Context: an optimization exercise on an open-source flow, tuned for small area, a short achievable clock period and few clock cycles per item. The choices shown serve that exercise and are no tape-out recipe.
Only simulation tests tie the RTL to the original design; equivalence was not proved.
No activity file was given, so power comes from the tool's default toggle rates.

[flow/design.v]
module pc_dot_array #(
    parameter FP_SIZE = 16,
    parameter PC_NUM  = 16,
    parameter K       = 6
) (
    input  wire                      clk,
    input  wire                      clear,
    input  wire                      step,
    input  wire [FP_SIZE-1:0]        x_elem,
    input  wire [K*FP_SIZE-1:0]      v_elems,
    output wire [K*FP_SIZE-1:0]      out_vector
);
    reg [FP_SIZE-1:0] acc [0:K-1];
    integer i;
    always @(posedge clk) begin
        for (i = 0; i < K; i = i + 1) begin
            if (clear)
                acc[i] <= {FP_SIZE{1'b0}};
            else if (step)
                acc[i] <= acc[i] + x_elem * v_elems[i*FP_SIZE +: FP_SIZE];
        end
    end
    genvar g;
    generate
        for (g = 0; g < K; g = g + 1) begin : OUT
            assign out_vector[g*FP_SIZE +: FP_SIZE] = acc[g];
        end
    endgenerate
endmodule
module pca_score #(
    parameter FP_SIZE = 16,
    parameter N       = 4
) (
    input  wire [N*FP_SIZE-1:0] eigen_values,
    input  wire [N*FP_SIZE-1:0] principal_comps,
    output reg  [FP_SIZE-1:0]   pc_score
);
    reg [FP_SIZE-1:0] sq;
    reg [FP_SIZE-1:0] lam;
    integer i;
    always @(*) begin
        pc_score = {FP_SIZE{1'b0}};
        for (i = 0; i < N; i = i + 1) begin
            sq  = principal_comps[i*FP_SIZE +: FP_SIZE] * principal_comps[i*FP_SIZE +: FP_SIZE];
            lam = eigen_values[i*FP_SIZE +: FP_SIZE];
            if (lam == {FP_SIZE{1'b0}})
                pc_score = pc_score + {FP_SIZE{1'b1}};
            else
                pc_score = pc_score + sq / lam;
        end
    end
endmodule
module threshold_compare #(
    parameter FP_SIZE = 16
) (
    input  wire [FP_SIZE-1:0] maj_pc_score,
    input  wire [FP_SIZE-1:0] min_pc_score,
    input  wire [FP_SIZE-1:0] t_max,
    input  wire [FP_SIZE-1:0] t_min,
    output wire               out_d
);
    assign out_d = (maj_pc_score > t_max) || (min_pc_score > t_min);
endmodule
module nsl_ids #(
    parameter FP_SIZE    = 16,
    parameter PC_NUM     = 16,
    parameter MAJ_PC_NUM = 4,
    parameter MIN_PC_NUM = 2
) (
    input  wire                      clk,
    input  wire                      rst,
    input  wire                      cfg_we,
    input  wire [6:0]                cfg_addr,
    input  wire [FP_SIZE-1:0]        cfg_data,
    input  wire                      s_valid,
    output wire                      s_ready,
    input  wire [PC_NUM*FP_SIZE-1:0] s_data,
    output reg                       res_valid,
    output reg                       ids_out,
    output reg  [FP_SIZE-1:0]        maj_score,
    output reg  [FP_SIZE-1:0]        min_score
);
    localparam K = MAJ_PC_NUM + MIN_PC_NUM;
    reg [FP_SIZE-1:0] vec [0:K*PC_NUM-1];
    reg [FP_SIZE-1:0] lam [0:K-1];
    reg [FP_SIZE-1:0] t_max, t_min;
    integer i;
    always @(posedge clk) begin
        if (cfg_we) begin
            for (i = 0; i < K*PC_NUM; i = i + 1)
                if (cfg_addr == i) vec[i] <= cfg_data;
            for (i = 0; i < K; i = i + 1)
                if (cfg_addr == K*PC_NUM + i) lam[i] <= cfg_data;
            if (cfg_addr == K*PC_NUM + K)     t_max <= cfg_data;
            if (cfg_addr == K*PC_NUM + K + 1) t_min <= cfg_data;
        end
    end
    localparam S_IDLE = 2'd0, S_MAC = 2'd1, S_SCORE = 2'd2;
    reg [1:0]                  state;
    reg [3:0]                  cnt;
    reg [PC_NUM*FP_SIZE-1:0]   x;
    assign s_ready = (state == S_IDLE);
    always @(posedge clk) begin
        if (rst) begin
            state     <= S_IDLE;
            cnt       <= 4'd0;
            res_valid <= 1'b0;
        end else begin
            res_valid <= 1'b0;
            case (state)
                S_IDLE: if (s_valid) begin
                    x     <= s_data;
                    cnt   <= 4'd0;
                    state <= S_MAC;
                end
                S_MAC: begin
                    cnt <= cnt + 4'd1;
                    if (cnt == PC_NUM - 1) state <= S_SCORE;
                end
                default: begin
                    res_valid <= 1'b1;
                    state     <= S_IDLE;
                end
            endcase
        end
    end
    wire [FP_SIZE-1:0]   x_elem = x[cnt*FP_SIZE +: FP_SIZE];
    wire [K*FP_SIZE-1:0] v_elems;
    wire [K*FP_SIZE-1:0] pc_values;
    wire [K*FP_SIZE-1:0] lam_flat;
    genvar g;
    generate
        for (g = 0; g < K; g = g + 1) begin : SEL
            assign v_elems[g*FP_SIZE +: FP_SIZE]  = vec[g*PC_NUM + cnt];
            assign lam_flat[g*FP_SIZE +: FP_SIZE] = lam[g];
        end
    endgenerate
    pc_dot_array #(.FP_SIZE(FP_SIZE), .PC_NUM(PC_NUM), .K(K)) dot_array (
        .clk(clk),
        .clear(state == S_IDLE),
        .step(state == S_MAC),
        .x_elem(x_elem),
        .v_elems(v_elems),
        .out_vector(pc_values)
    );
    wire [FP_SIZE-1:0] maj_w, min_w;
    pca_score #(.FP_SIZE(FP_SIZE), .N(MAJ_PC_NUM)) maj_score_inst (
        .eigen_values(lam_flat[0 +: MAJ_PC_NUM*FP_SIZE]),
        .principal_comps(pc_values[0 +: MAJ_PC_NUM*FP_SIZE]),
        .pc_score(maj_w)
    );
    pca_score #(.FP_SIZE(FP_SIZE), .N(MIN_PC_NUM)) min_score_inst (
        .eigen_values(lam_flat[MAJ_PC_NUM*FP_SIZE +: MIN_PC_NUM*FP_SIZE]),
        .principal_comps(pc_values[MAJ_PC_NUM*FP_SIZE +: MIN_PC_NUM*FP_SIZE]),
        .pc_score(min_w)
    );
    wire ids_d;
    threshold_compare #(.FP_SIZE(FP_SIZE)) threshold_inst (
        .maj_pc_score(maj_w),
        .min_pc_score(min_w),
        .t_max(t_max),
        .t_min(t_min),
        .out_d(ids_d)
    );
    always @(posedge clk) begin
        if (state == S_SCORE) begin
            maj_score <= maj_w;
            min_score <= min_w;
            ids_out   <= ids_d;
        end
    end
endmodule
[flow/run.sh]
#!/bin/bash
# synth_recipe.tcl (not shown) runs the flow's synth.tcl, then flattens the netlist and writes it again
# the make line also repeats each setting of config.mk as NAME=value (left out here)
make -C /OpenROAD-flow-scripts/flow DESIGN_CONFIG=/design/flow/config.mk WORK_HOME=/design/flow/orfs CLKGATE_MAP_FILE= SYNTH_SCRIPT=/design/flow/synth_recipe.tcl finish
[flow/config.mk]
export PLATFORM = sky130hd
export DESIGN_NAME = nsl_ids
export DESIGN_NICKNAME = nsl_ids
export VERILOG_FILES = /design/flow/design.v
export SDC_FILE = /design/flow/constraint.sdc
export NUM_CORES = 4
export LEC_CHECK = 0
export CAP_MARGIN = 20
export CORE_MARGIN = 2
export CORE_UTILIZATION = 40
export SLEW_MARGIN = 20
[flow/constraint.sdc]
create_clock -name core_clock -period 40.0 [get_ports {clk}]
set_input_delay 8.0000 -clock core_clock [delete_from_list [all_inputs] [get_ports {clk}]]
set_output_delay 8.0000 -clock core_clock [all_outputs]
set_load 0.01 [all_outputs]
==> impl_results.md <==
* # DRC at 0
* Via count of the first global-routing pass at 115000
* Count leader, synth: sky130_fd_sc_hd__inv_1
* Number of cell instances on the worst register-to-register path at 182
* Count of hold-fix buffers inserted at cts at 0
* Num CTS Buffers at 214
* Start point of the worst hold path: dot_array.acc[3][14]
* Final layout net count at 18400
* Global-route wire length before repair at 722 mm
* Largest clock skew in the final design at 0.141 ns
* Multi-input gate area at 90200 um^2
* Slowest cell on the critical path: sky130_fd_sc_hd__or4b_2
* Number of DRC markers in iteration 0 at 11700
* Max incr delay on CP at 0.62 ns
* Growth of design area from synthesis to finish at 13.6%
* Transition time at the pin with the least slew margin at 1.26 ns
* Detailed-route via count at 119000
* Setup slack of the critical path after layout at 1.96 ns
* Most common cell type on the critical path: sky130_fd_sc_hd__ha_1
* Net count after synthesis at 17800
* Max Freq at 26.3 MHz
* Fraction of the core area covered by cells at the end of the flow at 0.457
* Clock slew at the register clock pins of the worst setup and hold paths at 0.06 ns
* Worst reg2reg path startpoint: dot_array.acc[0][6]
* Leading cell types by total area after synthesis: sky130_fd_sc_hd__edfxtp_1, sky130_fd_sc_hd__fa_1, sky130_fd_sc_hd__ha_1, sky130_fd_sc_hd__inv_1, sky130_fd_sc_hd__nand2_1
* Data required, critical path at 40.65 ns
* Row Count at 228
* Endpoint kind of the worst setup timing path: register
* Post-layout minimum cycle time at 38.04 ns
* Number of flip-flops and latches in the synthesized netlist at 1938
* Clock tree sinks at 1938
* Post-DRT Antenna Nets at 0
* H-tree depth reported by CTS at 4
* Register-to-Register Setup Slack at 1.96 ns
* Hold violation total from the final report at 0
* Max transition margin at 0.162
* Proportion of register bits with asynchronous set or reset after synthesis at 0
* Setup crit start kind: register
* Cell leakage power at 0.0746 uW
* Sum of internal, switching and leakage power at 17400 uW
* Count of buffers inserted at the top-level ports at 301
* DP Area at 167000 um^2
* Later-pin clock latency in the skew report at 1.00 ns
* Instance count of the mapped netlist at 15000
* Initial Util at 0.402
* Cell taking the most area after synthesis: sky130_fd_sc_hd__edfxtp_1
* Final RePlAce weighted congestion at 0.890
* Highest fanout seen on the critical path at 12
* Max_cap viols at 0
* Final clock period utilization by the worst path at 0.951
* Share of the yosys chip area belonging to registers at 0.369
* Most frequent cells after synthesis: sky130_fd_sc_hd__inv_1, sky130_fd_sc_hd__edfxtp_1, sky130_fd_sc_hd__ha_1, sky130_fd_sc_hd__nand2_1, sky130_fd_sc_hd__nor2_1
* TritonCTS clock tree: built
* All-Layer GR Usage at 0.242
* Setup Crit Path Kind: reg2reg
* Pin count of the biggest net entering global routing at 165
* # setup viols final at 0
* Number of distinct library cells after synthesis at 109
* Synth Cell Area at 155000 um^2
* Result of the run: timing/DRC/antenna clean
* Endpoint arrival time on the critical path at 38.69 ns
* Share of final-layout standard cells stronger than drive strength 1 at 0.111
* Proportion of netlist area held by the largest area contributor at 0.356
* Remaining Overflow, GRT at 0
* Depth of the worst hold-timing path at 2
* Post-placement setup slack at -0.628 ns
* Placed wire-length estimate at 344 mm
* Library cell used as clock root buffer: sky130_fd_sc_hd__clkbuf_16
* Die outline height at 627 um
* Post-route standard cell area excluding fillers at 176000 um^2
* Tightest Hold Check Type: reg2reg
* Vias per std cell at 5.66
* Number of filler instances in the final layout at 36100
* Endpoint of the worst hold path: dot_array.acc[3][14]
* Worst-case vdd ir drop at 0.0884 mV
* Max-slew violation count at 0
* Count of flip-flops with a built-in enable after synthesis at 1841
* Worst setup path startpoint: dot_array.acc[0][6]
* Number of ports placed on the die boundary at 318
* Routed wirelength normalized by instance count at 23.2 um
* Total power density per cell area at 98.7 nW/um^2
* Total Routed Length at 487 mm
* Full die area at 393000 um^2
* Ys Warns at 7
* Mean instance size in the synthesized netlist at 10.3 um^2
* Area taken by flip-flops and latches at 57300 um^2
* Initial antenna violation count at 24
* Pre-Repair DR Iteration Count at 10
* Commonest register cell after synthesis: sky130_fd_sc_hd__edfxtp_1
* Core Region at 386000 um^2
* Max Buffers Root-to-Sink at 4
* Worst r2r dst: ids_out
* Horizontal die dimension at 627 um
==> critical path, delay by kind of cell, from the launching register on <==
family,cells,cell delay (ns)
flops,1,0.40
simple gates,34,5.80
xor+xnor,5,0.88
mux,3,0.92
fa+ha+maj,29,9.75
compound gates,89,17.49
buf+inv,22,2.42
==> worst max-delay path by stage <==
stage / cells after the start / to / slack [ns]
after floorplan: 187 / ids_out / 1.84
after detailed placement: 177 / ids_out / -0.63
after CTS: 178 / ids_out / 0.02
after global routing: 186 / ids_out / -0.13
after global placement: 179 / ids_out / -0.35
final: 182 / ids_out / 1.96
==> cell usage in the layout (no fill, tap or decap), types with 209 or more instances in the layout <==
| master | netlist | layout |
|---|---|---|
| sky130_fd_sc_hd__inv_1 | 1958 | 1944 |
| sky130_fd_sc_hd__edfxtp_1 | 1841 | 1841 |
| sky130_fd_sc_hd__ha_1 | 1509 | 1502 |
| sky130_fd_sc_hd__nand2_1 | 1489 | 1484 |
| sky130_fd_sc_hd__fa_1 | 984 | 984 |
| sky130_fd_sc_hd__nor2_1 | 996 | 877 |
| sky130_fd_sc_hd__buf_4 | 3 | 635 |
| sky130_fd_sc_hd__a21oi_1 | 614 | 579 |
| sky130_fd_sc_hd__o21ai_0 | 490 | 426 |
| sky130_fd_sc_hd__a22oi_1 | 378 | 378 |
| sky130_fd_sc_hd__xnor2_1 | 381 | 376 |
| sky130_fd_sc_hd__nor3_1 | 369 | 358 |
| sky130_fd_sc_hd__o21a_1 | 338 | 330 |
| sky130_fd_sc_hd__clkdlybuf4s50_1 | 0 | 286 |
| sky130_fd_sc_hd__a21o_1 | 265 | 261 |
| sky130_fd_sc_hd__clkbuf_16 | 0 | 217 |
| sky130_fd_sc_hd__nand3_1 | 210 | 209 |
==> metal layers <==
| layer | vias to the layer above | share of wire | track usage |
|---|---|---|---|
| met5 | - | 0.000027 | 0 |
| met4 | 2 | 0.031 | 0.0690 |
| met3 | 678 | 0.078 | 0.0310 |
| met2 | 4417 | 0.47 | 0.403 |
| met1 | 59100 | 0.42 | 0.331 |
| li1 | 54600 | - | - |
==> flip-flops by register name, summed over array words and instances (netlist names) <==
signal,flops
lam,96
maj_score,16
t_max,16
vec,1440
ids_out,1
cnt,4
x,240
t_min,16
dot_array.acc,90
state,2
res_valid,1
min_score,16
==> kinds of logic (layout without fill, tap and decap cells) <==
family          count (synthesis)  in the layout  share of synthesized area
flops                        1938           1938                      0.369
buf+inv                      2502           3293                     0.0611
simple gates                 4005           4006                      0.119
other cells                     0             14                          0
fa+ha+maj                    2493           2493                      0.249
mux                           310            310                     0.0273
xor+xnor                      533            533                     0.0303
compound gates               3250           3250                      0.145
==> final cells by class <==
cell class,count,share of cell area
multi-input cells,10600,0.512
flip-flops and latches,1938,0.325
repair buffers,937,0.0447
inverters,1966,0.0420
well taps,5175,0.0367
clock buffers,275,0.0324
clock inverters,115,0.00673
diodes,14,0.000199
==> stage by stage <==
step | hold slack (ns) | cells | TNS [ns]
finish | 0.460 | 21000 | 0
global route | 0.476 | 21000 | -0.130
CTS | 0.461 | 20900 | 0
detailed placement | 0.447 | 20500 | -0.628
global placement | 0.438 | 20500 | -0.351
floorplan | 0.428 | 15000 | 0
==> what timing repair did <==
| item | 4_1_cts | 5_1_grt |
|---|---|---|
| gates resized for setup | 21 | 345 |
| endpoints found under the setup margin | 1 | 23 |
| pin swaps | 0 | 50 |
| cloned | 0 | 1 |
| setup buffers | 0 | 67 |
==> where the power goes <==
group | switching (uW) | internal [uW] | total [uW]
Combinational | 7260 | 5800 | 13100
Sequential | 59.2 | 2300 | 2360
Clock | 854 | 1130 | 1980
Total | 8170 | 9230 | 17400
Testbench counts, summed over its fixed seeds: cycles 9,224, items 512.

## static timing again, ports no longer ideal
The results above use ideal ports. As a check the final layout listed here was re-extracted and re-timed, cells and wires unchanged.
Step 1 (the two cells are an assumption about what drives the block):
set clk [get_ports {clk}]
set_driving_cell -lib_cell sky130_fd_sc_hd__clkbuf_16 $clk
set_driving_cell -lib_cell sky130_fd_sc_hd__buf_2 [delete_from_list [all_inputs] $clk]
Step 2 times the ports against the registers' clock, not the clock port: input delays grow and output delays shrink by t, the midpoint of the rising clock arrivals with the driver on.
Three values: no drivers, after step 1, after step 2; two values: the first two.
shift t [ns]: 1.040
setup WS [ns]: 1.964 / 1.964 / 1.964
worst register clock-pin slew, ns: 0.07 / 0.07
After both steps setup and hold are still met in this run. The setup slack of this run moves by 0.000 ns with the drivers and by 0.000 ns with both steps.
